This is an optimization exercise on Yosys and OpenROAD, whose aim is small area and a short achievable clock period, not a production implementation.
Only simulation tests tie the RTL to the original design; equivalence was not proved.
Power is estimated from default activity; no workload was simulated.

==> constraint.sdc <==
create_clock -name core_clock -period 12.0 [get_ports {clk}]
set_input_delay 2.4000 -clock core_clock [delete_from_list [all_inputs] [get_ports {clk}]]
set_output_delay 2.4000 -clock core_clock [all_outputs]
set_load 0.01 [all_outputs]
==> flow/run.sh <==
#!/bin/bash
# Layout flow: the standard flow, with one step added after synthesis
# (downsize.tcl: every combinational cell goes back to its smallest size, and
# the flow's timing repair sizes up what the timing needs), buf_2 as the port
# buffers, a clock tree of clkbuf_8/clkbuf_16 in clusters of at most 16 sinks
# and 70 um without dummy loads, and more antenna repair passes after
# detailed routing.
set -euo pipefail
bash standard.sh synth > synth.log 2>&1
DS_ODB=orfs/results/$FLOW_PLATFORM/cpu/base/1_synth.odb \
    openroad -no_init -exit flow/downsize.tcl > downsize.log 2>&1
bash standard.sh "BUFFER_PORTS_ARGS=-buffer_cell sky130_fd_sc_hd__buf_2" \
    "CTS_ARGS=-sink_clustering_enable -repair_clock_nets -sink_clustering_size 16 -sink_clustering_max_diameter 70 -buf_list {sky130_fd_sc_hd__clkbuf_8 sky130_fd_sc_hd__clkbuf_16} -dont_use_dummy_load" \
    MAX_REPAIR_ANTENNAS_ITER_DRT=10 finish > finish.log 2>&1
==> config.mk <==
export PLATFORM = sky130hd
export DESIGN_NAME = cpu
export DESIGN_NICKNAME = cpu
export VERILOG_FILES = /design/flow/design.v
export SDC_FILE = /design/flow/constraint.sdc
export NUM_CORES = 4
export LEC_CHECK = 0
export CAP_MARGIN = 30
export CORE_MARGIN = 2
export CORE_UTILIZATION = 45
export SETUP_SLACK_MARGIN = 4.5
export SLEW_MARGIN = 40
export SYNTH_HIERARCHICAL = 1
export SYNTH_MINIMUM_KEEP_SIZE = 0
export TNS_END_PERCENT = 0
==> standard.sh <==
#!/bin/bash
# synth_recipe.tcl (not shown) runs the flow's synth.tcl, then flattens the netlist and writes it again
# the make line also repeats each setting of config.mk as NAME=value (left out here)
make -C /OpenROAD-flow-scripts/flow DESIGN_CONFIG=/design/flow/config.mk WORK_HOME=/design/flow/orfs CLKGATE_MAP_FILE= SYNTH_SCRIPT=/design/flow/synth_recipe.tcl "${@:-finish}"
==> design.v <==
`timescale 1ns / 1ps
module g_a22oi(a1, a2, b1, b2, y);
    input a1, a2, b1, b2;
    output y;
    assign y = ~((a1 & a2) | (b1 & b2));
endmodule
module g_a21oi(a1, a2, b1, y);
    input a1, a2, b1;
    output y;
    assign y = ~((a1 & a2) | b1);
endmodule
module g_o21ai(a1, a2, b1, y);
    input a1, a2, b1;
    output y;
    assign y = ~((a1 | a2) & b1);
endmodule
module g_nand4(a, b, c, d, y);
    input a, b, c, d;
    output y;
    assign y = ~(a & b & c & d);
endmodule
module g_nand2(a, b, y);
    input a, b;
    output y;
    assign y = ~(a & b);
endmodule
module g_nor2(a, b, y);
    input a, b;
    output y;
    assign y = ~(a | b);
endmodule
module g_and2(a, b, y);
    input a, b;
    output y;
    assign y = a & b;
endmodule
module g_xor2(a, b, y);
    input a, b;
    output y;
    assign y = a ^ b;
endmodule
module g_inv(a, y);
    input a;
    output y;
    assign y = ~a;
endmodule
module g_mux2(a0, a1, s, y);
    input a0, a1, s;
    output y;
    assign y = s ? a1 : a0;
endmodule
module g_or2(a, b, y);
    input a, b;
    output y;
    assign y = a | b;
endmodule
module g_a222oi(a1, a2, b1, b2, c1, c2, y);
    input a1, a2, b1, b2, c1, c2;
    output y;
    assign y = ~((a1 & a2) | (b1 & b2) | (c1 & c2));
endmodule
module g_nand3(a, b, c, y);
    input a, b, c;
    output y;
    assign y = ~(a & b & c);
endmodule
module g_nor3(a, b, c, y);
    input a, b, c;
    output y;
    assign y = ~(a | b | c);
endmodule
module g_xnor2(a, b, y);
    input a, b;
    output y;
    assign y = ~(a ^ b);
endmodule
module g_mux2i(a0, a1, s, y);
    input a0, a1, s;
    output y;
    assign y = ~(s ? a1 : a0);
endmodule
`timescale 1ns / 1ps
module regfile (rna, rnb, d, wn, we, clk, clrn, nqa, nqb);
    input  [31:0] d;
    input   [4:0] rna;
    input   [4:0] rnb;
    input   [4:0] wn;
    input         we;
    input         clk, clrn;
    output [31:0] nqa, nqb;
    wire   [31:0] register [1:31];
    reg    [31:1] valid;
    function [31:0] rstval;
        input [4:0] n;
        case (n)
            5'd1:    rstval = 32'ha00000aa;
            5'd2:    rstval = 32'h10000011;
            5'd3:    rstval = 32'h20000022;
            5'd4:    rstval = 32'h30000033;
            5'd5:    rstval = 32'h40000044;
            5'd6:    rstval = 32'h50000055;
            5'd7:    rstval = 32'h60000066;
            5'd8:    rstval = 32'h00000002;
            5'd9:    rstval = 32'h80000088;
            5'd10:   rstval = 32'h90000099;
            default: rstval = 32'h0;
        endcase
    endfunction
    wire [31:1] deca, decb, decw;
    genvar i;
    generate
        for (i = 1; i < 32; i = i + 1) begin : g_dec
            assign deca[i] = (rna == i);
            assign decb[i] = (rnb == i);
            assign decw[i] = we && (wn == i);
        end
    endgenerate
    wire [31:1] sa_v = deca & valid;
    wire [31:1] sb_v = decb & valid;
    wire [31:1] sa_c = deca & ~valid;
    wire [31:1] sb_c = decb & ~valid;
    reg  [31:0] ca, cb;
    integer k;
    always @(*) begin
        ca = 32'b0;
        cb = 32'b0;
        for (k = 1; k < 11; k = k + 1) begin
            ca = ca | ({32{sa_c[k]}} & rstval(k));
            cb = cb | ({32{sb_c[k]}} & rstval(k));
        end
    end
    generate
        for (i = 0; i < 32; i = i + 1) begin : g_rd
            wire [31:1] col;
            genvar j;
            for (j = 1; j < 32; j = j + 1) begin : g_col
                assign col[j] = register[j][i];
            end
            rdbit m_a(sa_v, col, ca[i], nqa[i]);
            rdbit m_b(sb_v, col, cb[i], nqb[i]);
        end
    endgenerate
    always @(posedge clk or negedge clrn)
        if (!clrn)
            valid <= 31'b0;
        else
            valid <= valid | decw;
    generate
        for (i = 1; i < 32; i = i + 1) begin : g_reg
            reg [31:0] q;
            always @(posedge clk)
                if (decw[i])
                    q <= d;
            assign register[i] = q;
        end
    endgenerate
endmodule
module rdbit(s, d, e, nq);
    input  [30:0] s;
    input  [30:0] d;
    input         e;
    output        nq;
    wire   [10:0] n1;
    wire    [2:0] n2;
    genvar j;
    generate
        for (j = 0; j < 10; j = j + 1) begin : g_l1
            g_a222oi m(s[3*j], d[3*j], s[3*j+1], d[3*j+1], s[3*j+2], d[3*j+2], n1[j]);
        end
    endgenerate
    g_a21oi m_l1e(s[30], d[30], e, n1[10]);
    g_nand4 m_l2a(n1[0], n1[1], n1[2], n1[3], n2[0]);
    g_nand4 m_l2b(n1[4], n1[5], n1[6], n1[7], n2[1]);
    g_nand3 m_l2c(n1[8], n1[9], n1[10], n2[2]);
    g_nor3 m_l3(n2[0], n2[1], n2[2], nq);
endmodule
`timescale 1ns / 1ps
module cpu(clk, clrn, o, imem_addr, imem_data, dmem_addr, dmem_wdata, dmem_we, dmem_rdata);
    input                    clk;
    input                    clrn;
    output                   o;
    output          [31:0]   imem_addr;
    input           [31:0]   imem_data;
    output          [31:0]   dmem_addr;
    output          [31:0]   dmem_wdata;
    output                   dmem_we;
    input           [31:0]   dmem_rdata;
    reg             [31:0]   pc;
    wire            [31:0]   pc4 = pc + 32'd4;
    assign imem_addr = pc;
    assign o = (pc == 32'h5c);
    wire             [5:0]   op   = imem_data[31:26];
    wire             [4:0]   rs   = imem_data[25:21];
    wire             [4:0]   rt   = imem_data[20:16];
    wire             [4:0]   rd   = imem_data[15:11];
    wire             [4:0]   sa   = imem_data[10:6];
    wire             [5:0]   fn   = imem_data[5:0];
    wire            [15:0]   imm  = imem_data[15:0];
    wire            [25:0]   tgt  = imem_data[25:0];
    wire rtype  = (op == 6'h00);
    wire r_add  = rtype && (fn == 6'h20);
    wire r_sub  = rtype && (fn == 6'h22);
    wire r_and  = rtype && (fn == 6'h24);
    wire r_or   = rtype && (fn == 6'h25);
    wire r_xor  = rtype && (fn == 6'h26);
    wire r_sll  = rtype && (fn == 6'h00);
    wire r_srl  = rtype && (fn == 6'h02);
    wire r_sra  = rtype && (fn == 6'h03);
    wire r_jr   = rtype && (fn == 6'h08);
    wire i_addi = (op == 6'h08);
    wire i_andi = (op == 6'h0c);
    wire i_ori  = (op == 6'h0d);
    wire i_xori = (op == 6'h0e);
    wire i_lui  = (op == 6'h0f);
    wire i_lw   = (op == 6'h23);
    wire i_sw   = (op == 6'h2b);
    wire i_beq  = (op == 6'h04);
    wire i_bne  = (op == 6'h05);
    wire i_j    = (op == 6'h02);
    wire i_jal  = (op == 6'h03);
    wire r_alu  = r_add | r_sub | r_and | r_or | r_xor | r_sll | r_srl | r_sra;
    wire i_alu  = i_addi | i_andi | i_ori | i_xori | i_lui | i_lw;
    wire wreg   = r_alu | i_alu | i_jal;
    wire [4:0] wn = i_jal ? 5'd31 : (rtype ? rd : rt);
    wire            [31:0]   nqa, nqb, wd;
    regfile m_regfile(rs, rt, wd, wn, wreg, clk, clrn, nqa, nqb);
    wire            [31:0]   qa = ~nqa;
    wire            [31:0]   qb = ~nqb;
    wire            [31:0]   simm = {{16{imm[15]}}, imm};
    wire            [31:0]   asum;
    addr_adder m_addr(nqa, imm, asum);
    assign dmem_addr  = asum;
    assign dmem_wdata = qb;
    assign dmem_we    = i_sw;
    wire            [31:0]   addsub;
    wire                     eq;
    add_sub m_addsub(qa, qb, ~rtype | fn[1], addsub, eq);
    wire            [31:0]   lb = rtype ? qb : {16'b0, imm};
    wire            [31:0]   land = qa & lb;
    wire            [31:0]   lor  = qa | lb;
    wire            [31:0]   lxor = qa ^ lb;
    wire            [31:0]   shout;
    shifter m_shift(qb, sa, fn[1:0], shout);
    assign wd = ({32{r_add | r_sub}}      & addsub)
              | ({32{i_addi}}             & asum)
              | ({32{r_and | i_andi}}     & land)
              | ({32{r_or  | i_ori}}      & lor)
              | ({32{r_xor | i_xori}}     & lxor)
              | ({32{r_sll | r_srl | r_sra}} & shout)
              | ({32{i_lui}}              & {imm, 16'b0})
              | ({32{i_lw}}               & dmem_rdata)
              | ({32{i_jal}}              & pc4);
    wire            [17:0]   bt  = pc4[17:0] + {imm, 2'b00};
    wire                     br  = (i_beq & eq) | (i_bne & ~eq);
    wire            [31:0]   npc = r_jr          ? qa :
                                   br            ? {14'b0, bt} :
                                   (i_j | i_jal) ? {4'b0, tgt, 2'b00} :
                                                   pc4;
    always @(posedge clk or negedge clrn)
        if (!clrn)
            pc <= 32'b0;
        else
            pc <= npc;
endmodule
module addr_adder(na, imm, s);
    input           [31:0]   na;
    input           [15:0]   imm;
    output          [31:0]   s;
    wire            [15:0]   p0, g0, nimm;
    wire            [15:0]   ng1, np1, g2, p2, ng3, np3, g4;
    genvar i;
    generate
        for (i = 0; i < 16; i = i + 1) begin : g_pre
            g_xnor2 m_p0(na[i], imm[i], p0[i]);
            g_inv m_ni(imm[i], nimm[i]);
            g_nor2 m_g0(na[i], nimm[i], g0[i]);
            if (i >= 1) begin : l1
                g_a21oi m_g(p0[i], g0[i-1], g0[i], ng1[i]);
                g_nand2 m_p(p0[i], p0[i-1], np1[i]);
            end else begin : l1
                g_or2 m_g(na[i], nimm[i], ng1[i]);
                assign np1[i] = 1'b1;
            end
            if (i >= 2) begin : l2
                g_o21ai m_g(np1[i], ng1[i-2], ng1[i], g2[i]);
                g_nor2 m_p(np1[i], np1[i-2], p2[i]);
            end else begin : l2
                g_inv m_g(ng1[i], g2[i]);
                assign p2[i] = 1'b0;
            end
            if (i >= 4) begin : l3
                g_a21oi m_g(p2[i], g2[i-4], g2[i], ng3[i]);
                g_nand2 m_p(p2[i], p2[i-4], np3[i]);
            end else begin : l3
                g_inv m_g(g2[i], ng3[i]);
                assign np3[i] = 1'b1;
            end
            if (i >= 8) begin : l4
                g_o21ai m_g(np3[i], ng3[i-8], ng3[i], g4[i]);
            end else begin : l4
                g_inv m_g(ng3[i], g4[i]);
            end
            if (i >= 1) begin : sm
                g_xor2 m_s(p0[i], g4[i-1], s[i]);
            end
        end
    endgenerate
    assign s[0] = p0[0];
    wire                     c16 = g4[15];
    wire            [15:0]   nah = na[31:16];
    wire            [15:0]   ah = ~nah;
    wire            [15:0]   o1, z1, o2, z2, o3, z3, o4, z4;
    generate
        for (i = 0; i < 16; i = i + 1) begin : g_hp
            if (i >= 1) begin : l1
                g_or2   m_o(nah[i], nah[i-1], o1[i]);
                g_nand2 m_z(nah[i], nah[i-1], z1[i]);
            end else begin : l1
                assign o1[i] = nah[i];
                g_inv   m_z(nah[i], z1[i]);
            end
            if (i >= 2) begin : l2
                g_nor2  m_o(o1[i], o1[i-2], o2[i]);
                g_nor2  m_z(z1[i], z1[i-2], z2[i]);
            end else begin : l2
                g_inv   m_o(o1[i], o2[i]);
                g_inv   m_z(z1[i], z2[i]);
            end
            if (i >= 4) begin : l3
                g_nand2 m_o(o2[i], o2[i-4], o3[i]);
                g_nand2 m_z(z2[i], z2[i-4], z3[i]);
            end else begin : l3
                g_inv   m_o(o2[i], o3[i]);
                g_inv   m_z(z2[i], z3[i]);
            end
            if (i >= 8) begin : l4
                g_nor2  m_o(o3[i], o3[i-8], o4[i]);
                g_nor2  m_z(z3[i], z3[i-8], z4[i]);
            end else begin : l4
                g_inv   m_o(o3[i], o4[i]);
                g_inv   m_z(z3[i], z4[i]);
            end
        end
    endgenerate
    wire            [15:0]   allone  = {o4[14:0], 1'b1};
    wire            [15:0]   allzero = {z4[14:0], 1'b1};
    wire                     sg = imm[15];
    wire            [15:0]   nhi1 = ~(ah ^ (allone & {16{~sg}}));
    wire            [15:0]   nhi0 = ~(ah ^ (allzero & {16{sg}}));
    generate
        for (i = 0; i < 16; i = i + 1) begin : g_sel
            g_mux2i m(nhi0[i], nhi1[i], c16, s[16+i]);
        end
    endgenerate
endmodule
module add_sub(a, b, sub, s, eq);
    input           [31:0]   a, b;
    input                    sub;
    output          [31:0]   s;
    output                   eq;
    wire            [31:0]   bb = b ^ {32{sub}};
    wire            [31:0]   p = a ^ bb;
    wire            [31:0]   g = a & bb;
    reg             [31:0]   G, P;
    integer i, l;
    always @(*) begin
        G = g;
        P = p;
        G[0] = g[0] | (p[0] & sub);
        for (l = 0; l < 5; l = l + 1)
            for (i = (2 << l) - 1; i < 32; i = i + (2 << l)) begin
                G[i] = G[i] | (P[i] & G[i - (1 << l)]);
                P[i] = P[i] & P[i - (1 << l)];
            end
        for (l = 3; l >= 0; l = l - 1)
            for (i = 3 * (1 << l) - 1; i < 32; i = i + (2 << l)) begin
                G[i] = G[i] | (P[i] & G[i - (1 << l)]);
                P[i] = P[i] & P[i - (1 << l)];
            end
    end
    assign s = p ^ {G[30:0], sub};
    assign eq = &p;
endmodule
module shifter(x, n, f, y);
    input           [31:0]   x;
    input            [4:0]   n;
    input            [1:0]   f;
    output          [31:0]   y;
    wire                     shl  = ~f[1];
    wire             [4:0]   r    = shl ? -n : n;
    wire            [31:0]   r0 = r[0] ? {x[0],     x[31:1]}  : x;
    wire            [31:0]   r1 = r[1] ? {r0[1:0],  r0[31:2]} : r0;
    wire            [31:0]   r2 = r[2] ? {r1[3:0],  r1[31:4]} : r1;
    wire            [31:0]   r3 = r[3] ? {r2[7:0],  r2[31:8]} : r2;
    wire            [31:0]   r4 = r[4] ? {r3[15:0], r3[31:16]} : r3;
    wire            [31:0]   keep;
    genvar i;
    generate
        for (i = 0; i < 32; i = i + 1) begin : g_keep
            assign keep[i] = shl ? (i >= n) : (i <= 31 - n);
        end
    endgenerate
    wire                     fill = f[0] & x[31];
    assign y = (r4 & keep) | ({32{fill}} & ~keep);
endmodule
==> flow/downsize.tcl <==
# Swap every combinational cell that synthesis sized up back to the smallest
# cell of the same function; the flow's timing repair sizes up what it needs.
set odb $::env(DS_ODB)
read_db $odb
set db [ord::get_db]
set block [ord::get_db_block]
# smallest-area master for each function family name
array set best {}
foreach lib [$db getLibs] {
  foreach m [$lib getMasters] {
    set n [$m getName]
    if {[regexp {^(sky130_fd_sc_hd__[a-z0-9]+)_(\d+)$} $n -> fam sz]} {
      set a [expr {[$m getWidth] * [$m getHeight]}]
      if {![info exists best($fam)] || $a < [lindex $best($fam) 1]} {
        set best($fam) [list $m $a]
      }
    }
  }
}
set skip {dfrtp dfstp dfxtp edfxtp dfrbp dfsbp dfbbn dfbbp dfxbp edfxbp sdfxtp buf clkbuf conb tapvpwrvgnd dlygate4sd3 dlymetal6s2s clkdlybuf4s15 clkdlybuf4s18 clkdlybuf4s25 clkdlybuf4s50}
set n 0
foreach inst [$block getInsts] {
  set m [$inst getMaster]
  set name [$m getName]
  if {![regexp {^(sky130_fd_sc_hd__([a-z0-9]+))_(\d+)$} $name -> fam base sz]} continue
  if {[lsearch -exact $skip $base] >= 0} continue
  if {![info exists best($fam)]} continue
  set bm [lindex $best($fam) 0]
  if {[$bm getName] ne $name} {
    $inst swapMaster $bm
    incr n
  }
}
puts "downsized $n instances"
write_db $odb
==> results of run 1 <==
-- stage by stage --
stage / total power (uW) / util [%] / setup slack (ns) / hold WS [ns]
final: 8240 / 52.8 / 3.40 / 0.502
after global routing: 8450 / 52.8 / 3.55 / 0.514
after CTS: 8110 / 51.7 / 3.56 / 0.495
after detailed placement: 5670 / 48.9 / 2.37 / 0.473
after global placement: 5660 / 48.8 / 2.21 / 0.474
after floorplan: 5070 / - / 4.25 / 0.448
-- cells in the final DEF, fill, tap and decap left out, types with 31 or more instances in the layout --
master / n
conb_1: 40
and3_4: 38
clkbuf_16: 86
dfrtp_1: 63
edfxtp_1: 992
a221oi_1: 56
o21ai_0: 91
mux2i_1: 125
a222oi_1: 654
nand3_1: 110
nand4_1: 150
xor2_1: 78
nor3_2: 33
buf_6: 31
buf_4: 225
xnor2_1: 56
nor3_1: 32
inv_1: 204
nor2_1: 153
buf_2: 157
nor2_4: 38
or2_0: 36
a21oi_1: 165
ha_1: 118
nand2_1: 237
-- worst max-delay path, delay by kind of cell --
family	cells	cell delay [ns]
simple gates	5	1.54
xor+xnor	1	0.40
compound gates	5	0.95
buf+inv	5	0.87
-- power groups by stage --
stage	Combinational, uW	Sequential (uW)	Clock [uW]
3_5_place_dp	1430	4240	0
6_report	1630	4190	2420
3_3_place_gp	1420	4240	0
2_1_floorplan	856	4220	0
4_1_cts	1500	4180	2430
5_1_grt	1700	4190	2560
-- worst paths after layout --
kind	to	from	cells after the start	slack (ns)
worst max register to register	m_regfile.g_reg[2].q[5]	m_regfile.valid[9]	13	5.21
worst min register to register	m_regfile.valid[30]	m_regfile.valid[30]	1	0.50
max in group asynchronous	m_regfile.valid[8]	clrn	2	9.66
worst min-delay path	m_regfile.valid[30]	m_regfile.valid[30]	1	0.50
worst max-delay path	dmem_addr[12]	imem_data[24]	16	3.40
min in group asynchronous	pc[13]	clrn	2	1.83
-- state kept, by name, summed over array words and instances (netlist names) --
register         cells
pc                  32
m_regfile.valid     31
m_regfile.g.q      992
-- per-layer routing --
metal | up-vias | routed length [um] | track usage (%)
met1 | 22000 | 79200 | 47.3
met3 | 834 | 35900 | 12.2
li1 | 18000 | - | -
met4 | 10 | 20800 | 28.0
met5 | - | 65 | 0
met2 | 4146 | 95700 | 53.4
-- cell type report --
class | instances | area share [%]
diodes | 13 | 0.0532
clock buffers | 82 | 3.35
inverters | 205 | 1.26
multi-input cells | 2662 | 35.4
flip-flops and latches | 1055 | 51.3
well taps | 1524 | 3.12
repair buffers | 440 | 5.56
-- repair_timing --
item                                    in CTS  in global routing
resized for setup                          106                128
buffers inserted                            57                 46
endpoints found under the hold margin        0                  0
gates cloned                                23                  6
endpoints found under the setup margin    1055               1086
pin swaps                                   77                 95
==> qor.csv, run 1 <==
stage;metric;value;unit
floorplan;die height;345;um
timing;final worst path period share;71.6;%
timing;Final setup viols;0;
logic_synthesis;Avg Cell Area, Syn;13.2;um^2
place;global placement routability congestion;1.04;
worst_setup_path;Max stage delay on crit path;0.52;ns
finish;area growth from synthesis to layout;16.8;%
cts;clk latency of the worst-skew pair;0.71;ns
worst_setup_path;CP max-delay cell;nand4_1;
floorplan;Starting Density;45.2;%
cts;CTS tree;done;
route;routed len/inst;38.7;um
timing;final hold violation count;0;
route;ANT nets after route;0;
timing;Max Fclk;116;MHz
pwr;Pint;5840;uW
global_route;pin count of the biggest net entering global routing;64;
route;drt first pass iters;12;
cts;hold buffer count at cts;0;
finish;fin cells;5981;
global_route;GRT Resource Usage Total;37.4;%
floorplan;Die W;345;um
cts;clk buf depth;3;
worst_setup_path;critical path class;in -> out;
logic_synthesis;mapped cell area;52400;um^2
route;via/cell ratio;7.51;
timing;relative slew slack;25.9;%
place;Placed Cells;5751;
timing;skew final;0.104;ns
timing;Slew @ Worst Pin;1.08;ns
pwr;power share of the combinational group;19.7;%
pwr;Clock power frac;29.4;%
worst_setup_path;CP Max Fanout;16;
worst_setup_path;CP startpoint kind;input pin;
timing;Final Max Tran Viols;0;
global_route;vias in the first global route;41400;
worst_setup_path;WP data arrival;6.20;ns
finish;fillers;9670;
finish;design area;61200;um^2
logic_synthesis;yosys warns;9;
logic_synthesis;Synth Instances;3963;
pwr;Reg power frac;50.8;%
floorplan;Die ar.;119000;um^2
outcome;run status;finished clean;
cts;total CTS buffers;82;
route;Starting DRT DRC Count;10100;
pwr;switching part of the total power;29.1;%
floorplan;std cell rows;125;
timing;setup TNS;0;ns
finish;area of the multi-input gates;21700;um^2
cts;# H-tree levels;3;
route;Via Count;44900;
pwr;PwrDens;135;nW/um^2
run;Max Cap Viol;0;
hold_path;worst hold-check path type;reg -> reg;
floorplan;num ports;164;
worst_setup_path;Data required, critical path;9.60;ns
global_route;grt total ovfl;0;
place;post-place instance area;56700;um^2
timing;Final min period;8.60;ns
pwr;Max VDD drop;0.100;mV
global_route;initial antenna violation count;18;
worst_setup_path;Crit. End Element;output port;
route;Residual DRC;0;
pwr;Sw Pwr;2400;uW
cts;Clock Root Buffer;clkbuf_16;
global_route;first-pass GRT wire length;318;mm
place;I/O Buffers;163;
finish;Final nets;4647;
timing;RSZ-0062 raised after global routing;true;
place;dpl hpwl;146;mm
finish;layout cell share with drive strength beyond 1;18.2;%
worst_setup_path;CP Cell Sequence;buf_12 -> and3b_2 -> and3_4 -> buf_12 -> a222oi_1 -> nand4_1 -> nor3_4 -> buf_4 -> nor2_1 -> a21oi_2 -> o21ai_2 -> buf_4 -> a21oi_1 -> o21ai_0 -> xor2_1 -> buf_2;
cts;CTS sink cnt;1055;
cts;Worst-path clk slew;0.06;ns
finish;Reg area;31400;um^2
floorplan;core area;116000;um^2
route;Routed WL;232;mm
pwr;leakage power;0.0221;uW
==> inputs of run 2 (changes only) <==
--- a/flow/run.sh
+++ b/flow/run.sh
@@ -4,6 +4,6 @@
 # the flow's timing repair sizes up what the timing needs), buf_2 as the port
 # buffers, a clock tree of clkbuf_8/clkbuf_16 in clusters of at most 16 sinks
-# and 70 um without dummy loads, and more antenna repair passes after
-# detailed routing.
+# and 70 um without dummy loads, no gate cloning in timing repair, and more
+# antenna repair passes after detailed routing.
 set -euo pipefail
 bash standard.sh synth > synth.log 2>&1
@@ -12,3 +12,3 @@
 bash standard.sh "BUFFER_PORTS_ARGS=-buffer_cell sky130_fd_sc_hd__buf_2" \
     "CTS_ARGS=-sink_clustering_enable -repair_clock_nets -sink_clustering_size 16 -sink_clustering_max_diameter 70 -buf_list {sky130_fd_sc_hd__clkbuf_8 sky130_fd_sc_hd__clkbuf_16} -dont_use_dummy_load" \
-    MAX_REPAIR_ANTENNAS_ITER_DRT=10 finish > finish.log 2>&1
+    SKIP_GATE_CLONING=1 MAX_REPAIR_ANTENNAS_ITER_DRT=10 finish > finish.log 2>&1
==> qor.csv, run 2 <==
stage;metric;value;unit;change
outcome;run status;finished clean;;unchanged
timing;final hold violation count;0;;unchanged
floorplan;Die ar.;119000;um^2;unchanged
place;pre-CTS setup slack;2.37;ns;unchanged
finish;most frequent cells in the layout;edfxtp_1 (992), a222oi_1 (654), nand2_1 (238);;was edfxtp_1 (992), a222oi_1 (654), nand2_1 (237)
worst_setup_path;CP max-delay cell;and3_1;;was nand4_1
finish;area growth from synthesis to layout;16.6;%;was 16.8%
finish;layout cell share with drive strength beyond 1;17.4;%;was 18.2%
timing;Max Fclk;117;MHz;was 116 MHz
cts;clk latency of the worst-skew pair;0.70;ns;was 0.71 ns
timing;skew final;0.0986;ns;was 0.104 ns
floorplan;core area;116000;um^2;unchanged
cts;# H-tree levels;3;;unchanged
cts;CTS tree;done;;unchanged
global_route;initial antenna violation count;13;;was 18
logic_synthesis;yosys warns;9;;unchanged
cts;total CTS buffers;82;;unchanged
global_route;first-pass GRT wire length;315;mm;was 318 mm
worst_setup_path;Worst Reg2Reg Path Length in Cells;13;;unchanged
timing;relative slew slack;33.6;%;was 25.9%
place;global placement routability congestion;1.04;;unchanged
pwr;switching part of the total power;28.8;%;was 29.1%
place;I/O Buffers;163;;unchanged
timing;Final min period;8.53;ns;was 8.60 ns
global_route;pin count of the biggest net entering global routing;64;;unchanged
worst_setup_path;Reg-to-Reg Start;m_regfile.valid[9];;unchanged
worst_setup_path;Max stage delay on crit path;0.47;ns;was 0.52 ns
hold_path;Hold Path Sink;m_regfile.valid[27];;was m_regfile.valid[30]
hold_path;hold_sp;m_regfile.valid[27];;was m_regfile.valid[30]
timing;Final setup viols;0;;unchanged
finish;largest reg by FF count;m_regfile.g.q;;unchanged
global_route;vias in the first global route;41300;;was 41400
hold_path;worst hold-check path type;reg -> reg;;unchanged
worst_setup_path;WP data arrival;8.90;ns;was 6.20 ns
global_route;GRT Resource Usage Total;36.9;%;was 37.4%
worst_setup_path;CP Cell Sequence;buf_2 -> and2b_1 -> and2_0 -> and3_1 -> buf_4 -> a222oi_1 -> nand3_1 -> nor3_2 -> inv_1 -> xor2_1 -> ha_1 -> a21oi_1 -> o21ai_0 -> nor2_2 -> o31ai_2 -> a21oi_1 -> fa_1 -> xnor2_1 -> a221oi_1 -> o211ai_1 -> buf_4;;was buf_12 -> and3b_2 -> and3_4 -> buf_12 -> a222oi_1 -> nand4_1 -> nor3_4 -> buf_4 -> nor2_1 -> a21oi_2 -> o21ai_2 -> buf_4 -> a21oi_1 -> o21ai_0 -> xor2_1 -> buf_2
finish;Final nets;4624;;was 4647
logic_synthesis;mapped cell area;52400;um^2;unchanged
cts;Worst-path clk slew;0.07;ns;was 0.06 ns
cts;clk buf depth;3;;unchanged
pwr;Clock power frac;29.6;%;was 29.4%
worst_setup_path;CP startpoint kind;input pin;;unchanged
route;drt first pass iters;14;;was 12
pwr;power share of the combinational group;19.5;%;was 19.7%
floorplan;num ports;164;;unchanged
worst_setup_path;stages on the worst setup path;21;;was 16
pwr;Reg power frac;51.0;%;was 50.8%
worst_setup_path;critical path class;in -> reg;;was in -> out
worst_setup_path;Worst Path Buf+Inv;4;;was 5
route;ANT nets after route;0;;unchanged
logic_synthesis;Synth Instances;3963;;unchanged
floorplan;Starting Density;45.2;%;unchanged
timing;final worst path period share;71.1;%;was 71.6%
route;via/cell ratio;7.45;;was 7.51
pwr;Max VDD drop;0.0994;mV;was 0.100 mV
timing;RSZ-0062 raised after global routing;true;;unchanged
timing;setup TNS;0;ns;unchanged
finish;design area;61100;um^2;was 61200 um^2
place;post-place instance area;56700;um^2;unchanged
floorplan;Die W;345;um;unchanged
pwr;PwrDens;134;nW/um^2;was 135 nW/um^2
global_route;grt total ovfl;0;;unchanged
worst_setup_path;top cell family by delay on the critical path;compound AO/OA/AOI/OAI gates;;was simple AND/OR/NAND/NOR gates
pwr;Pint;5830;uW;was 5840 uW
place;dpl hpwl;146;mm;unchanged
pwr;Sw Pwr;2350;uW;was 2400 uW
cts;Clock Root Buffer;clkbuf_16;;unchanged
finish;max reg flops;992;;unchanged
floorplan;die height;345;um;unchanged
hold_path;Hold Path Depth;1;;unchanged
worst_setup_path;reg2reg setup slack;5.41;ns;was 5.21 ns
floorplan;std cell rows;125;;unchanged
cts;CTS sink cnt;1055;;unchanged
route;Routed WL;227;mm;was 232 mm
pwr;leakage power;0.0220;uW;was 0.0221 uW
cts;hold buffer count at cts;0;;unchanged
pwr;Pwr Total;8180;uW;was 8240 uW
route;Via Count;44300;;was 44900
logic_synthesis;Avg Cell Area, Syn;13.2;um^2;unchanged
worst_setup_path;Crit Reg-Reg Endpoint;m_regfile.g_reg[2].q[5];;unchanged
timing;Final Worst Setup Slack;3.47;ns;was 3.40 ns
route;Starting DRT DRC Count;10300;;was 10100
route;Residual DRC;0;;unchanged
finish;top flop regs;m_regfile.g.q: 992 flops, pc: 32 flops, m_regfile.valid: 31 flops;;unchanged
worst_setup_path;CP Max Fanout;31;;was 16
run;Max Cap Viol;0;;unchanged
worst_setup_path;Crit. End Element;flip-flop;;was output port
worst_setup_path;Data required, critical path;12.37;ns;was 9.60 ns
timing;Final Max Tran Viols;0;;unchanged
timing;Slew @ Worst Pin;0.968;ns;was 1.08 ns
route;routed len/inst;38.1;um;was 38.7 um
finish;commonest non-fill, non-tap cell in the layout;edfxtp_1;;unchanged
[run 2: through the flow]
| stage | hold WS [ns] | utilization [%] | cells |
|---|---|---|---|
| 3_3_place_gp | 0.474 | 48.8 | 5747 |
| 6_report | 0.504 | 52.7 | 5955 |
| 4_1_cts | 0.495 | 52.5 | 5940 |
| 5_1_grt | 0.514 | 52.7 | 5950 |
| 3_5_place_dp | 0.473 | 48.9 | 5751 |
| 2_1_floorplan | 0.448 | - | 4002 |
[run 2: power groups by stage]
stage,Clock [uW],Combinational (uW),Sequential [uW]
finish,2420,1600,4170
global route,2560,1670,4170
CTS,2430,1520,4160
detailed placement,0,1430,4240
global placement,0,1420,4240
floorplan,0,856,4220
[run 2: how the worst max path moves through the flow]
stage | slack, ns | endpoint | from
global placement | 2.21 | dmem_addr[22] | imem_data[22]
floorplan | 4.25 | dmem_addr[30] | imem_data[22]
detailed placement | 2.37 | dmem_addr[26] | imem_data[22]
global route | 3.47 | m_regfile.g_reg[11].q[31] | imem_data[17]
CTS | 3.72 | dmem_addr[29] | imem_data[24]
finish | 3.47 | m_regfile.g_reg[11].q[23] | imem_data[17]
[run 2: layer usage]
layer	GRT usage, %	vias to the layer above	routed length [um]
li1	-	17900	-
met1	47.1	21800	78600
met2	53.9	3975	96000
met3	11.0	707	33700
met4	25.7	2	18600
met5	0	-	12
[run 2: final cells by class]
type / count / area, um^2
tap: 1524 / 1910
multi-input combinational: 2637 / 21200
sequential: 1055 / 31400
antenna: 10 / 25.0
timing repair buffer: 442 / 3710
clock buffer: 82 / 2050
fill: 9650 / 54800
inverter: 205 / 769
[run 2: what timing repair did]
item,4_1_cts,5_1_grt
hold endpoints to repair,0,0
setup buffers,107,3
gates cloned,0,0
setup endpoints to repair,1055,1085
gates resized for setup,184,14
pin swaps,118,14
==> inputs of run 3 (changes only) <==
--- a/config.mk
+++ b/config.mk
@@ -8,5 +8,5 @@
 export CAP_MARGIN = 30
 export CORE_MARGIN = 2
-export CORE_UTILIZATION = 45
+export CORE_UTILIZATION = 50
 export SETUP_SLACK_MARGIN = 4.5
 export SLEW_MARGIN = 40
==> qor.csv, run 3 <==
stage;metric;value;unit;change
finish;area of the multi-input gates;21500;um^2;was 21200 um^2
global_route;GRT Resource Usage Total;43.3;%;was 36.9%
outcome;run status;finished clean;;unchanged
route;Routed WL;237;mm;was 227 mm
place;pre-CTS setup slack;2.20;ns;was 2.37 ns
worst_setup_path;Reg-to-Reg Start;m_regfile.valid[7];;was m_regfile.valid[9]
route;ANT nets after route;0;;unchanged
timing;hold slack;0.515;ns;was 0.504 ns
worst_setup_path;CP Max Fanout;12;;was 31
cts;# H-tree levels;3;;unchanged
global_route;vias in the first global route;41800;;was 41300
floorplan;core area;104000;um^2;was 116000 um^2
finish;max reg flops;992;;unchanged
worst_setup_path;Data required, critical path;9.60;ns;was 12.37 ns
route;via/cell ratio;7.69;;was 7.45
finish;layout cell share with drive strength beyond 1;18.6;%;was 17.4%
timing;final hold violation count;0;;unchanged
pwr;Max VDD drop;0.127;mV;was 0.0994 mV
floorplan;std cell rows;118;;was 125
global_route;pin count of the biggest net entering global routing;64;;unchanged
floorplan;Die W;328;um;was 345 um
pwr;power share of the combinational group;20.4;%;was 19.5%
global_route;GR peak layer;met2;;unchanged
pwr;Pint;5820;uW;was 5830 uW
worst_setup_path;Max stage delay on crit path;0.74;ns;was 0.47 ns
place;I/O Buffers;163;;unchanged
finish;commonest non-fill, non-tap cell in the layout;edfxtp_1;;unchanged
cts;CTS tree;done;;unchanged
global_route;initial antenna violation count;4;;was 13
cts;CTS sink cnt;1055;;unchanged
timing;Final Max Tran Viols;0;;unchanged
pwr;Pwr Total;8240;uW;was 8180 uW
place;dpl hpwl;155;mm;was 146 mm
worst_setup_path;WP data arrival;6.22;ns;was 8.90 ns
logic_synthesis;mapped cell area;52400;um^2;unchanged
place;global placement routability congestion;1.09;;was 1.04
finish;most frequent cells in the layout;edfxtp_1 (992), a222oi_1 (654), buf_4 (245);;was edfxtp_1 (992), a222oi_1 (654), nand2_1 (238)
worst_setup_path;Crit. End Element;output port;;was flip-flop
cts;clk buf depth;3;;unchanged
logic_synthesis;Synth Instances;3963;;unchanged
finish;area growth from synthesis to layout;16.8;%;was 16.6%
route;drt first pass iters;14;;unchanged
global_route;first-pass GRT wire length;324;mm;was 315 mm
worst_setup_path;CP most frequent cell;buf_12;;
timing;Slew @ Worst Pin;0.984;ns;was 0.968 ns
pwr;Sw Pwr;2420;uW;was 2350 uW
cts;clk latency of the worst-skew pair;0.68;ns;was 0.70 ns
route;Via Count;44900;;was 44300
worst_setup_path;CP startpoint kind;input pin;;unchanged
cts;total CTS buffers;80;;was 82
worst_setup_path;CP Cell Sequence;buf_6 -> and2_4 -> and3_4 -> buf_12 -> a222oi_1 -> nand4_1 -> nor3_4 -> buf_6 -> xnor2_4 -> nand2_4 -> o21ai_4 -> a21oi_4 -> o21ai_4 -> buf_12 -> buf_12 -> mux2i_2 -> buf_2;;was buf_2 -> and2b_1 -> and2_0 -> and3_1 -> buf_4 -> a222oi_1 -> nand3_1 -> nor3_2 -> inv_1 -> xor2_1 -> ha_1 -> a21oi_1 -> o21ai_0 -> nor2_2 -> o31ai_2 -> a21oi_1 -> fa_1 -> xnor2_1 -> a221oi_1 -> o211ai_1 -> buf_4
global_route;met3 Use GR;12.1;%;was 11.0%
worst_setup_path;Crit Reg-Reg Endpoint;m_regfile.g_reg[16].q[14];;was m_regfile.g_reg[2].q[5]
route;Residual DRC;0;;unchanged
global_route;met1 usage;54.1;%;was 47.1%
pwr;PwrDens;135;nW/um^2;was 134 nW/um^2
floorplan;Die ar.;107000;um^2;was 119000 um^2
timing;skew final;0.0628;ns;was 0.0986 ns
global_route;GRT met2 Usage;63.8;%;was 53.9%
timing;RSZ-0062 raised after global routing;true;;unchanged
hold_path;Hold Path Depth;1;;unchanged
finish;top flop regs;m_regfile.g.q: 992 flops, pc: 32 flops, m_regfile.valid: 31 flops;;unchanged
floorplan;num ports;164;;unchanged
hold_path;worst hold-check path type;reg -> reg;;unchanged
route;routed len/inst;40.7;um;was 38.1 um
timing;Max Fclk;116;MHz;was 117 MHz
timing;Final setup viols;0;;unchanged
logic_synthesis;yosys warns;9;;unchanged
pwr;switching part of the total power;29.4;%;was 28.8%
worst_setup_path;CP max-delay cell;nand4_1;;was and3_1
timing;relative slew slack;34.2;%;was 33.6%
cts;hold buffer count at cts;0;;unchanged
timing;Final min period;8.62;ns;was 8.53 ns
pwr;Reg power frac;50.6;%;was 51.0%
logic_synthesis;Avg Cell Area, Syn;13.2;um^2;unchanged
worst_setup_path;reg2reg setup slack;5.45;ns;was 5.41 ns
timing;setup TNS;0;ns;unchanged
hold_path;Hold Path Sink;m_regfile.valid[12];;was m_regfile.valid[27]
hold_path;hold_sp;m_regfile.valid[12];;was m_regfile.valid[27]
pwr;leakage power;0.0222;uW;was 0.0220 uW
finish;Final nets;4654;;was 4624
timing;final worst path period share;71.8;%;was 71.1%
finish;largest reg by FF count;m_regfile.g.q;;unchanged
cts;Clock Root Buffer;clkbuf_16;;unchanged
floorplan;die height;328;um;was 345 um
pwr;Clock power frac;29.0;%;was 29.6%
route;Starting DRT DRC Count;10700;;was 10300
finish;Reg area;31400;um^2;unchanged
floorplan;Starting Density;50.5;%;was 45.2%
timing;Final Worst Setup Slack;3.38;ns;was 3.47 ns
worst_setup_path;Worst Reg2Reg Path Length in Cells;17;;was 13
worst_setup_path;critical path class;in -> out;;was in -> reg
cts;Worst-path clk slew;0.08;ns;was 0.07 ns
finish;fillers;8324;;was 9650
global_route;grt total ovfl;0;;unchanged
run;Max Cap Viol;0;;unchanged
run 3: metrics by stage:
step                std cells  utilization [%]  cell area (um^2)
floorplan                4002                -             52600
global placement         5610             54.4             56500
detailed placement       5612             54.6             56700
CTS                      5811             58.6             60800
global route             5831             59.0             61200
finish                   5835             59.0             61200
run 3: cell type report:
class | count | share of cell area (%)
diodes | 4 | 0.0163
repair buffers | 474 | 6.28
flip-flops and latches | 1055 | 51.2
clock buffers | 80 | 3.27
multi-input cells | 2637 | 35.1
well taps | 1380 | 2.82
inverters | 205 | 1.26
run 3: how the worst max path moves through the flow:
stage                       start            end  slack [ns]  depth (start not counted)
finish              imem_data[21]  dmem_addr[24]        3.38                         17
global route        imem_data[25]  dmem_addr[19]        3.38                         18
global placement    imem_data[22]  dmem_addr[31]        1.97                         14
detailed placement  imem_data[22]  dmem_addr[31]        2.20                         14
floorplan           imem_data[22]  dmem_addr[30]        4.25                         12
CTS                 imem_data[24]  dmem_addr[22]        3.76                         18
run 3: what timing repair did:
action / in CTS / in global routing
gates resized for setup: 207 / 34
setup endpoints to repair: 1055 / 1086
endpoints found under the hold margin: 0 / 0
buffers inserted: 119 / 20
gates cloned: 0 / 0
pin swaps: 98 / 21
run 3: metal layers:
metal / up-vias / wire length (um)
li1: 17900 / -
met1: 22000 / 79100
met2: 4107 / 101000
met3: 853 / 35000
met4: 4 / 22800
met5: - / 23
run 3: worst max-delay path, delay by kind of cell:
family / cells / cell delay [ns]
mux: 1 / 0.24
compound gates: 4 / 0.82
simple gates: 5 / 1.63
buf+inv: 6 / 0.92
xor+xnor: 1 / 0.16
run 3: power groups by stage:
stage	combinational, uW	clock, uW	sequential [uW]
2_1_floorplan	856	0	4220
3_3_place_gp	1480	0	4240
3_5_place_dp	1500	0	4240
4_1_cts	1600	2400	4160
5_1_grt	1750	2520	4170
6_report	1680	2390	4170
==> inputs of run 4 (changes only) <==
--- a/design.v
+++ b/design.v
@@ -137,6 +137,11 @@
                 assign col[j] = register[j][i];
             end
-            rdbit m_a(sa_v, col, ca[i], nqa[i]);
-            rdbit m_b(sb_v, col, cb[i], nqb[i]);
+            if (i < 8 || i >= 28) begin : c
+                rdbit m_a(sa_v, col, ca[i], nqa[i]);
+                rdbit m_b(sb_v, col, cb[i], nqb[i]);
+            end else begin : nc
+                rdbit_nc m_a(sa_v, col, nqa[i]);
+                rdbit_nc m_b(sb_v, col, nqb[i]);
+            end
         end
     endgenerate
@@ -175,4 +180,22 @@
     g_nor3 m_l3(n2[0], n2[1], n2[2], nq);
 endmodule
+module rdbit_nc(s, d, nq);
+    input  [30:0] s;
+    input  [30:0] d;
+    output        nq;
+    wire   [10:0] n1;
+    wire    [2:0] n2;
+    genvar j;
+    generate
+        for (j = 0; j < 10; j = j + 1) begin : g_l1
+            g_a222oi m(s[3*j], d[3*j], s[3*j+1], d[3*j+1], s[3*j+2], d[3*j+2], n1[j]);
+        end
+    endgenerate
+    g_nand2 m_l1e(s[30], d[30], n1[10]);
+    g_nand4 m_l2a(n1[0], n1[1], n1[2], n1[3], n2[0]);
+    g_nand4 m_l2b(n1[4], n1[5], n1[6], n1[7], n2[1]);
+    g_nand3 m_l2c(n1[8], n1[9], n1[10], n2[2]);
+    g_nor3 m_l3(n2[0], n2[1], n2[2], nq);
+endmodule
 `timescale 1ns / 1ps
 module cpu(clk, clrn, o, imem_addr, imem_data, dmem_addr, dmem_wdata, dmem_we, dmem_rdata);
@@ -235,5 +258,5 @@
     wire            [31:0]   addsub;
     wire                     eq;
-    add_sub m_addsub(qa, qb, ~rtype | fn[1], addsub, eq);
+    add_sub m_addsub(nqa, nqb, ~rtype | fn[1], addsub, eq);
     wire            [31:0]   lb = rtype ? qb : {16'b0, imm};
     wire            [31:0]   land = qa & lb;
@@ -241,5 +264,5 @@
     wire            [31:0]   lxor = qa ^ lb;
     wire            [31:0]   shout;
-    shifter m_shift(qb, sa, fn[1:0], shout);
+    shifter m_shift(nqb, sa, fn[1:0], shout);
     assign wd = ({32{r_add | r_sub}}      & addsub)
               | ({32{i_addi}}             & asum)
@@ -354,6 +377,8 @@
     endgenerate
 endmodule
-module add_sub(a, b, sub, s, eq);
-    input           [31:0]   a, b;
+module add_sub(na, nb, sub, s, eq);
+    input           [31:0]   na, nb;
+    wire            [31:0]   a = ~na;
+    wire            [31:0]   b = ~nb;
     input                    sub;
     output          [31:0]   s;
@@ -382,6 +407,7 @@
     assign eq = &p;
 endmodule
-module shifter(x, n, f, y);
-    input           [31:0]   x;
+module shifter(nx, n, f, y);
+    input           [31:0]   nx;
+    wire            [31:0]   x = ~nx;
     input            [4:0]   n;
     input            [1:0]   f;
--- a/config.mk
+++ b/config.mk
@@ -8,5 +8,5 @@
 export CAP_MARGIN = 30
 export CORE_MARGIN = 2
-export CORE_UTILIZATION = 50
+export CORE_UTILIZATION = 45
 export SETUP_SLACK_MARGIN = 4.5
 export SLEW_MARGIN = 40
==> qor.csv, run 4 <==
stage;metric;value;unit;change
global_route;pin count of the biggest net entering global routing;64;;unchanged
pwr;leakage power;0.0222;uW;about the same
route;Via Count;44800;;was 44900
cts;CTS tree;done;;unchanged
logic_synthesis;mapped cell area;52700;um^2;was 52400 um^2
hold_path;Hold Path Depth;1;;unchanged
worst_setup_path;Reg-to-Reg Start;m_regfile.valid[24];;was m_regfile.valid[7]
hold_path;worst hold-check path type;reg -> reg;;unchanged
pwr;switching part of the total power;29.6;%;was 29.4%
timing;final worst path period share;73.0;%;was 71.8%
timing;skew final;0.0808;ns;was 0.0628 ns
finish;Final nets;4649;;was 4654
floorplan;Die ar.;120000;um^2;was 107000 um^2
floorplan;Starting Density;45.4;%;was 50.5%
cts;Worst-path clk slew;0.06;ns;was 0.08 ns
logic_synthesis;Avg Cell Area, Syn;13.2;um^2;about the same
cts;# H-tree levels;3;;unchanged
timing;Final setup viols;0;;unchanged
finish;Reg area;31400;um^2;unchanged
timing;Final Worst Setup Slack;3.23;ns;was 3.38 ns
cts;CTS sink cnt;1055;;unchanged
global_route;GRT Resource Usage Total;38.4;%;was 43.3%
worst_setup_path;Crit. Startpoint;imem_data[17];;was imem_data[21]
timing;Final Max Tran Viols;0;;unchanged
pwr;Sw Pwr;2480;uW;was 2420 uW
timing;hold slack;0.512;ns;was 0.515 ns
global_route;grt total ovfl;0;;unchanged
route;ANT nets after route;0;;unchanged
cts;clk latency of the worst-skew pair;0.70;ns;was 0.68 ns
floorplan;num ports;164;;unchanged
pwr;Pint;5900;uW;was 5820 uW
worst_setup_path;reg2reg setup slack;5.22;ns;was 5.45 ns
worst_setup_path;WP data arrival;9.12;ns;was 6.22 ns
pwr;Clock power frac;29.1;%;was 29.0%
route;routed len/inst;39.6;um;was 40.7 um
worst_setup_path;CP startpoint kind;input pin;;unchanged
route;via/cell ratio;7.50;;was 7.69
pwr;Pwr Total;8380;uW;was 8240 uW
finish;largest reg by FF count;m_regfile.g.q;;unchanged
worst_setup_path;Worst setup endpoint;m_regfile.g_reg[29].q[22];;was dmem_addr[24]
floorplan;Die W;346;um;was 328 um
worst_setup_path;Crit. End Element;flip-flop;;was output port
finish;most frequent cells in the layout;edfxtp_1 (992), a222oi_1 (668), buf_4 (268);;was edfxtp_1 (992), a222oi_1 (654), buf_4 (245)
pwr;PwrDens;138;nW/um^2;was 135 nW/um^2
route;Residual DRC;0;;unchanged
timing;Max Fclk;114;MHz;was 116 MHz
route;Starting DRT DRC Count;10800;;was 10700
floorplan;core area;116000;um^2;was 104000 um^2
pwr;Reg power frac;49.6;%;was 50.6%
global_route;vias in the first global route;42000;;was 41800
finish;commonest non-fill, non-tap cell in the layout;edfxtp_1;;unchanged
outcome;run status;finished clean;;unchanged
place;pre-CTS setup slack;2.21;ns;was 2.20 ns
route;drt first pass iters;17;;was 14
timing;Slew @ Worst Pin;0.965;ns;was 0.984 ns
finish;area of the multi-input gates;21200;um^2;was 21500 um^2
finish;top flop regs;m_regfile.g.q: 992 flops, pc: 32 flops, m_regfile.valid: 31 flops;;unchanged
route;Routed WL;237;mm;about the same
worst_setup_path;critical path class;in -> reg;;was in -> out
worst_setup_path;Crit Reg-Reg Endpoint;m_regfile.g_reg[29].q[22];;was m_regfile.g_reg[16].q[14]
worst_setup_path;CP Max Fanout;32;;was 12
finish;fillers;9891;;was 8324
finish;max reg flops;992;;unchanged
place;global placement routability congestion;1.00;;was 1.09
timing;relative slew slack;35.7;%;was 34.2%
timing;Final min period;8.77;ns;was 8.62 ns
run;Max Cap Viol;0;;unchanged
worst_setup_path;Worst Reg2Reg Path Length in Cells;18;;was 17
finish;area growth from synthesis to layout;15.4;%;was 16.8%
timing;RSZ-0062 raised after global routing;true;;unchanged
global_route;first-pass GRT wire length;325;mm;was 324 mm
cts;Clock Root Buffer;clkbuf_16;;unchanged
floorplan;std cell rows;125;;was 118
floorplan;die height;346;um;was 328 um
worst_setup_path;Data required, critical path;12.36;ns;was 9.60 ns
pwr;power share of the combinational group;21.3;%;was 20.4%
logic_synthesis;Synth Instances;4003;;was 3963
timing;final hold violation count;0;;unchanged
place;dpl hpwl;154;mm;was 155 mm
cts;hold buffer count at cts;0;;unchanged
finish;design area;60900;um^2;was 61200 um^2
place;I/O Buffers;163;;unchanged
logic_synthesis;yosys warns;9;;unchanged
place;post-place instance area;57200;um^2;was 56700 um^2
cts;total CTS buffers;82;;was 80
cts;clk buf depth;3;;unchanged
timing;setup TNS;0;ns;unchanged
pwr;Max VDD drop;0.0966;mV;was 0.127 mV
global_route;initial antenna violation count;11;;was 4
finish;layout cell share with drive strength beyond 1;17.1;%;was 18.6%
-- run 4: power groups by stage --
stage                     sequential (uW)  clock, uW  combinational, uW
after global routing                 4160       2580               1890
final                                4160       2440               1780
after CTS                            4150       2450               1720
after detailed placement             4230          0               1640
after floorplan                      4210          0                981
after global placement               4230          0               1640
-- run 4: worst max-delay path, cell delays in order --
cell and delay (ns):
buf_2 0.25, and2b_1 0.31, and2_0 0.25, and3_1 0.19, buf_4 0.31, a222oi_1 0.38
nand4_1 0.50, nor3_2 0.63, buf_4 0.23, xnor2_1 0.08, ha_1 0.34, nand4_1 0.19
or2_0 0.33, o221ai_1 0.50, a41o_1 0.29, fa_1 0.45, a222oi_1 0.56, nand3_1 0.15
a221oi_1 0.30, o221ai_2 0.17, buf_4 0.27
-- run 4: per-stage QoR --
step	utilization, %	std cells
3_3_place_gp	49.2	5804
4_1_cts	52.3	5968
3_5_place_dp	49.2	5805
5_1_grt	52.4	5971
2_1_floorplan	-	4003
6_report	52.4	5974
-- run 4: area by class of cell --
type,count,area share (%)
timing repair buffer,465,5.66
sequential,1055,51.5
tap,1524,3.13
antenna,4,0.0164
inverter,233,1.44
multi-input combinational,2611,34.8
clock buffer,82,3.37
-- run 4: timing repair --
item | 4_1_cts | 5_1_grt
pin swaps | 80 | 9
buffers inserted | 81 | 1
cloned | 0 | 0
resized for setup | 143 | 8
setup endpoints to repair | 780 | 838
-- run 4: how the worst min path moves through the flow --
stage	to	start	slack (ns)
2_1_floorplan	m_regfile.valid[13]	m_regfile.valid[13]	0.45
3_3_place_gp	m_regfile.valid[17]	m_regfile.valid[17]	0.49
3_5_place_dp	m_regfile.valid[18]	m_regfile.valid[18]	0.49
4_1_cts	m_regfile.valid[26]	m_regfile.valid[26]	0.51
5_1_grt	m_regfile.valid[26]	m_regfile.valid[26]	0.54
6_report	m_regfile.valid[18]	m_regfile.valid[18]	0.51
-- run 4: routing by layer --
metal / vias up / GRT usage (%) / wire [um]
met3: 838 / 13.1 / 36700
met4: 7 / 27.1 / 20600
met5: - / 0.160 / 89
met2: 4009 / 54.7 / 97500
li1: 18000 / - / -
met1: 22000 / 48.8 / 81700

-- port drivers added, routing unchanged --
The flow's constraints put no driver on any port. The routed layouts listed below were extracted and timed again, unchanged, in two steps. Step 1: set_driving_cell puts a clkbuf_16 on clk and a buf_2 on each other input, an assumption about the parent block. Step 2 adds t to the input delays and takes it off the output delays; t is the mean of the earliest and latest rising clock arrival at the registers after step 1. Input paths then give back, and output paths get back, about the clock's delay inside the block. a / b / c = ideal / step 1 / step 2; a / b = the first two.
| run | t, ns | setup slack, ns | clock arrival spread, ns | worst slew at a driven data input, ns | cell pins on the clock port's net |
|---|---|---|---|---|---|
| run 1 | 0.731 | 3.403 / 3.344 / 2.853 | 0.103 / 0.103 | 0.09 | 1 |
| run 2 | 0.726 | 3.470 / 3.436 / 2.779 | 0.098 / 0.098 | 0.09 | 1 |
| run 3 | 0.713 | 3.378 / 3.320 / 2.742 | 0.063 / 0.063 | 0.09 | 1 |
| run 4 | 0.736 | 3.234 / 3.285 / 2.548 | 0.081 / 0.081 | 0.09 | 1 |
After both steps every run listed still meets setup and hold. For run 2, which loses most, drivers alone change the setup slack by -0.034 ns; drivers and shift together by -0.691 ns.
